Context: an optimization exercise on an open-source flow, tuned for small area, a short achievable clock period and few clock cycles. The choices shown serve that exercise and are no tape-out recipe.
Only simulation tests tie the RTL to the original design; equivalence was not proved.

==> flow/design.v (excerpt) <==
module kalman_fsm_3d #(
    parameter DATA_WIDTH = 32,
    parameter K_SCALED = 137
)(
    input  wire clk,
    input  wire rst,
    input  wire start,
    input  wire signed [DATA_WIDTH-1:0] z_in_x,
    input  wire signed [DATA_WIDTH-1:0] z_in_y,
    input  wire signed [DATA_WIDTH-1:0] z_in_z,
    output reg signed [DATA_WIDTH-1:0] x_out_x,
    output reg signed [DATA_WIDTH-1:0] x_out_y,
    output reg signed [DATA_WIDTH-1:0] x_out_z,
    output reg done
);
Settings: LEC_CHECK=0, CAP_MARGIN=20, CORE_MARGIN=2, CORE_UTILIZATION=40, PLACE_DENSITY=0.5, SETUP_SLACK_MARGIN=2, SLEW_MARGIN=20; clock period 10.0 ns.
standard.sh (not shown) runs the stock make flow with config.mk's settings and CLKGATE_MAP_FILE= SYNTH_SCRIPT=/design/flow/synth_recipe.tcl, a recipe that flattens the netlist after the stock synthesis.
==> flow/flow/run.sh <==
#!/bin/bash
# The standard layout (the standard.sh: ORFS synthesis to finish, all
# settings from config.mk), except that the port buffers that global
# placement inserts on every input and output are the smallest buffer
# (buf_1) instead of the cell buffer_ports picks by default
# (clkdlybuf4s50_1, a delay cell).  Every port is still buffered.
# ORFS writes each tool's log under orfs/logs/; make's own output goes to
# standard.log here.
set -euo pipefail
export BUFFER_PORTS_ARGS="-buffer_cell sky130_fd_sc_hd__buf_1"
bash standard.sh > standard.log 2>&1
Testbench counts at the start, summed over its fixed seeds: cycles 4,088.
Then changed:
--- a/flow/config.mk
+++ b/flow/config.mk
@@ -10,2 +10,2 @@
-export CORE_UTILIZATION = 40
-export PLACE_DENSITY = 0.5
+export CORE_UTILIZATION = 60
+export PLACE_DENSITY = 0.75
What happened: Final area decreases slightly.
Then changed:
--- a/flow/config.mk
+++ b/flow/config.mk
@@ -10,3 +10,3 @@
-export CORE_UTILIZATION = 60
-export PLACE_DENSITY = 0.75
-export SETUP_SLACK_MARGIN = 2
+export CORE_UTILIZATION = 40
+export PLACE_DENSITY = 0.6
+export SETUP_SLACK_MARGIN = 2.25
=>
- routed wire length went up by 5.4%
- clock-buffer cell count climbs by 3
- flip-flop and latch count stays the same
- synthesized cell count stays the same
- final cell count rose by about 7%
Then changed:
--- a/flow/config.mk
+++ b/flow/config.mk
@@ -12 +12 @@
-export SETUP_SLACK_MARGIN = 2.25
+export SETUP_SLACK_MARGIN = 1.75
After rerunning: Fmax shrinks by a few percent. Via count shrinks slightly. Wire length shrinks by a few percent. Flip-flop and latch count does not change. Final area shrinks by a few percent. Count of clock-buffer cells in the layout shrinks by 3. Core utilization shrinks by 1.7 points. Final cell count shrinks slightly.
Then changed:
--- a/flow/config.mk
+++ b/flow/config.mk
@@ -12 +12 @@
-export SETUP_SLACK_MARGIN = 1.75
+export SETUP_SLACK_MARGIN = 4
Outcome:
- synthesized area stays the same
- design area is higher by about 10%
- cell count is higher by 3.6%
- via count is higher by 4.6%
- setup slack is better by 0.14 ns
- worst hold slack is better by 0.0044 ns
- flip-flop and latch count stays the same

Starting RTL as in the previous note.
// kalman_fsm_3d
module kalman_fsm_3d #(
    parameter DATA_WIDTH = 32,
    parameter K_SCALED = 137
)(
    input  wire clk,
    input  wire rst,
    input  wire start,
    input  wire signed [DATA_WIDTH-1:0] z_in_x,
    input  wire signed [DATA_WIDTH-1:0] z_in_y,
    input  wire signed [DATA_WIDTH-1:0] z_in_z,
    output reg signed [DATA_WIDTH-1:0] x_out_x,
    output reg signed [DATA_WIDTH-1:0] x_out_y,
    output reg signed [DATA_WIDTH-1:0] x_out_z,
    output reg done
);
Settings: LEC_CHECK=0, CAP_MARGIN=20, CORE_MARGIN=2, CORE_UTILIZATION=40, PLACE_DENSITY=0.6, SLEW_MARGIN=20; clock period 10.0 ns.
run.sh (not shown) runs the stock make flow with config.mk's settings and CLKGATE_MAP_FILE= SYNTH_SCRIPT=/design/flow/synth_recipe.tcl, a recipe that flattens the netlist after the stock synthesis.
Stock flow here: none of the scripts above is used.
The first run produced a clean layout.
Testbench counts at the start, summed over its fixed seeds: cycles 4,088.
Next try:
==> flow/flow/run.sh (new file) <==
#!/bin/bash
# The standard layout (the standard.sh: ORFS synthesis to finish, all
# settings from config.mk), except that the port buffers that global
# placement inserts on every input and output are the smallest buffer
# (buf_1) instead of the cell buffer_ports picks by default
# (clkdlybuf4s50_1, a delay cell).  Every port is still buffered.
# ORFS writes each tool's log under orfs/logs/; make's own output goes to
# standard.log here.
set -euo pipefail
export BUFFER_PORTS_ARGS="-buffer_cell sky130_fd_sc_hd__buf_1"
bash standard.sh > standard.log 2>&1
==> flow/standard.sh (new file) <==
#!/bin/bash
# synth_recipe.tcl (not shown) runs the flow's synth.tcl, then flattens the netlist and writes it again
# the make line also repeats each setting of config.mk as NAME=value (left out here)
make -C /OpenROAD-flow-scripts/flow DESIGN_CONFIG=/design/flow/config.mk WORK_HOME=/design/flow/orfs CLKGATE_MAP_FILE= SYNTH_SCRIPT=/design/flow/synth_recipe.tcl "${@:-finish}"
SETUP_SLACK_MARGIN = 3   (was default)
removed: flow/run.sh
Outcome: The new run finished clean; final area grows by 6.0%; worst setup slack gets better by 1.1 ns; area after synthesis is unchanged; clock skew barely changes; wire length is higher by 7.6%.

== run 1 ==
kalman_fsm_3d again, from the RTL that the note above started with.
==> flow/config.mk <==
export PLATFORM = sky130hd
export DESIGN_NAME = kalman_fsm_3d
export DESIGN_NICKNAME = kalman_fsm_3d
export VERILOG_FILES = /design/flow/design.v
export SDC_FILE = /design/flow/constraint.sdc
export NUM_CORES = 4
export LEC_CHECK = 0
export CAP_MARGIN = 20
export CORE_MARGIN = 2
export CORE_UTILIZATION = 40
export PLACE_DENSITY = 0.6
export SETUP_SLACK_MARGIN = 2
export SLEW_MARGIN = 20
==> flow/constraint.sdc <==
create_clock -name core_clock -period 10.0 [get_ports {clk}]
set_input_delay 2.0000 -clock core_clock [delete_from_list [all_inputs] [get_ports {clk}]]
set_output_delay 2.0000 -clock core_clock [all_outputs]
set_load 0.01 [all_outputs]
standard.sh (not shown) runs the stock make flow with config.mk's settings and CLKGATE_MAP_FILE= SYNTH_SCRIPT=/design/flow/synth_recipe.tcl, a recipe that flattens the netlist after the stock synthesis.
==> flow/flow/run.sh <==
#!/bin/bash
# The standard layout (the standard.sh: ORFS synthesis to finish, all
# settings from config.mk), except that the port buffers that global
# placement inserts on every input and output are the smallest buffer
# (buf_1) instead of the cell buffer_ports picks by default
# (clkdlybuf4s50_1, a delay cell).  Every port is still buffered.
# ORFS writes each tool's log under orfs/logs/; make's own output goes to
# standard.log here.
set -euo pipefail
export BUFFER_PORTS_ARGS="-buffer_cell sky130_fd_sc_hd__buf_1"
bash standard.sh > standard.log 2>&1
Run 1 finished all stages; the layout is clean.
Testbench counts of run 1, summed over its fixed seeds: cycles 4,088.
The inputs of run 2 differ from those of run 1 as listed below.
- an added CTS_BUF_LIST of sky130_fd_sc_hd__clkbuf_4 sky130_fd_sc_hd__clkbuf_8
==> comparison <==
- Final critical-path share of the clock period, run 2 and run 1, higher one = run 2.
- Going from run 1 to run 2, non-clock buffer total of the final layout saw an increase; design area saw a decrease.
- Compared run 1 against run 2; filler-free cell count of the finished design within noise.
- Required time of the critical path: run 2 vs run 1 up 0.09 ns
- Status: routed wire length parity (run 2, run 1)
Input changes introduced in run 3 (baseline for comparison: run 2):
- CTS_BUF_LIST removed (was sky130_fd_sc_hd__clkbuf_4 sky130_fd_sc_hd__clkbuf_8)
- CAP_MARGIN changed from 20 to 0
- SLEW_MARGIN changed from 20 to 0
Notes after the runs:
Run 3 against run 2: critical path depth went up by about 4%; vias per cell comparable. Run 2 was smaller in final cell area than run 3. Run 3 vs. run 2: count of non-CTS buffers in the layout fell by 1, number of antenna violations at the first check in global routing fell by 1. Run 3 vs run 2 — setup slack rose 0.13 ns.
Here is what was changed in the inputs of run 4 compared with run 3.
- a change of PLACE_DENSITY from 0.6 to 0.75
- a change of SLEW_MARGIN from 0 to 20
- a change of CAP_MARGIN from 0 to 20
==> summary.txt <==
No run among run 4 and run 3 stopped early or left any final violation; all are clean. Diff run 4 and run 3: ratio of routed vias to standard cells higher in run 4. Sort run 4 and run 3 by buffer count excluding the clock tree in the final layout, ascending, and run 3 comes first. The aggregate routed wire length reported for run 4 is greater than that of run 3 by 1.4%. Diff run 3 -> run 4: post-cts repair resize count went up 4.4%; count of clock-buffer cells in the layout went down 3; core utilization went up 0.34 points. Worst slew margin relative to its limit | run 4 above run 3. | clock-pin transition on the worst setup and hold timing paths | run 4 vs run 3 | ≈ equal |. Run 4 ended with more hold slack than run 3.

static timing again, ports no longer ideal:
How much do the figures lean on ideal ports? The routed layouts below were timed once more, with nothing changed but the port constraints.
Step 1 assumes that a clkbuf_16 drives the clock port and a buf_2 every other input.
Step 2 times the ports against the registers' clock, not the clock port: input delays grow and output delays shrink by t, the midpoint of the rising clock arrivals with the driver on.
Slacks: ideal / step 1 / step 2; pairs: ideal / step 1.
| run | shift t [ns] | setup slack, ns | worst slew at a driven data input, ns |
|---|---|---|---|
| the first run of note 1 | 0.543 | 2.077 / 2.117 / 1.574 | 0.04 |
| the second run of note 1 | 0.514 | 2.034 / 2.058 / 1.544 | 0.10 |
| the third run of note 1 | 0.554 | 2.229 / 2.270 / 1.715 | 0.11 |
| the fourth run of note 1 | 0.547 | 1.972 / 2.006 / 1.459 | 0.11 |
| the fifth run of note 1 | 0.552 | 2.111 / 2.148 / 1.596 | 0.10 |
| the first run of note 2 | 0.544 | 1.010 / 1.046 / 0.502 | 0.10 |
| the second run of note 2 | 0.546 | 2.073 / 2.109 / 1.564 | 0.11 |
| run 1 | 0.534 | 2.079 / 2.115 / 1.582 | 0.11 |
| run 2 | 0.617 | 1.947 / 1.983 / 1.366 | 0.11 |
| run 3 | 0.534 | 2.079 / 2.115 / 1.582 | 0.11 |
| run 4 | 0.543 | 1.948 / 1.981 / 1.438 | 0.12 |
After both steps setup and hold are still met in every run listed. The setup slack of run 2, which loses most, moves by +0.036 ns with the drivers and by -0.581 ns with both steps.
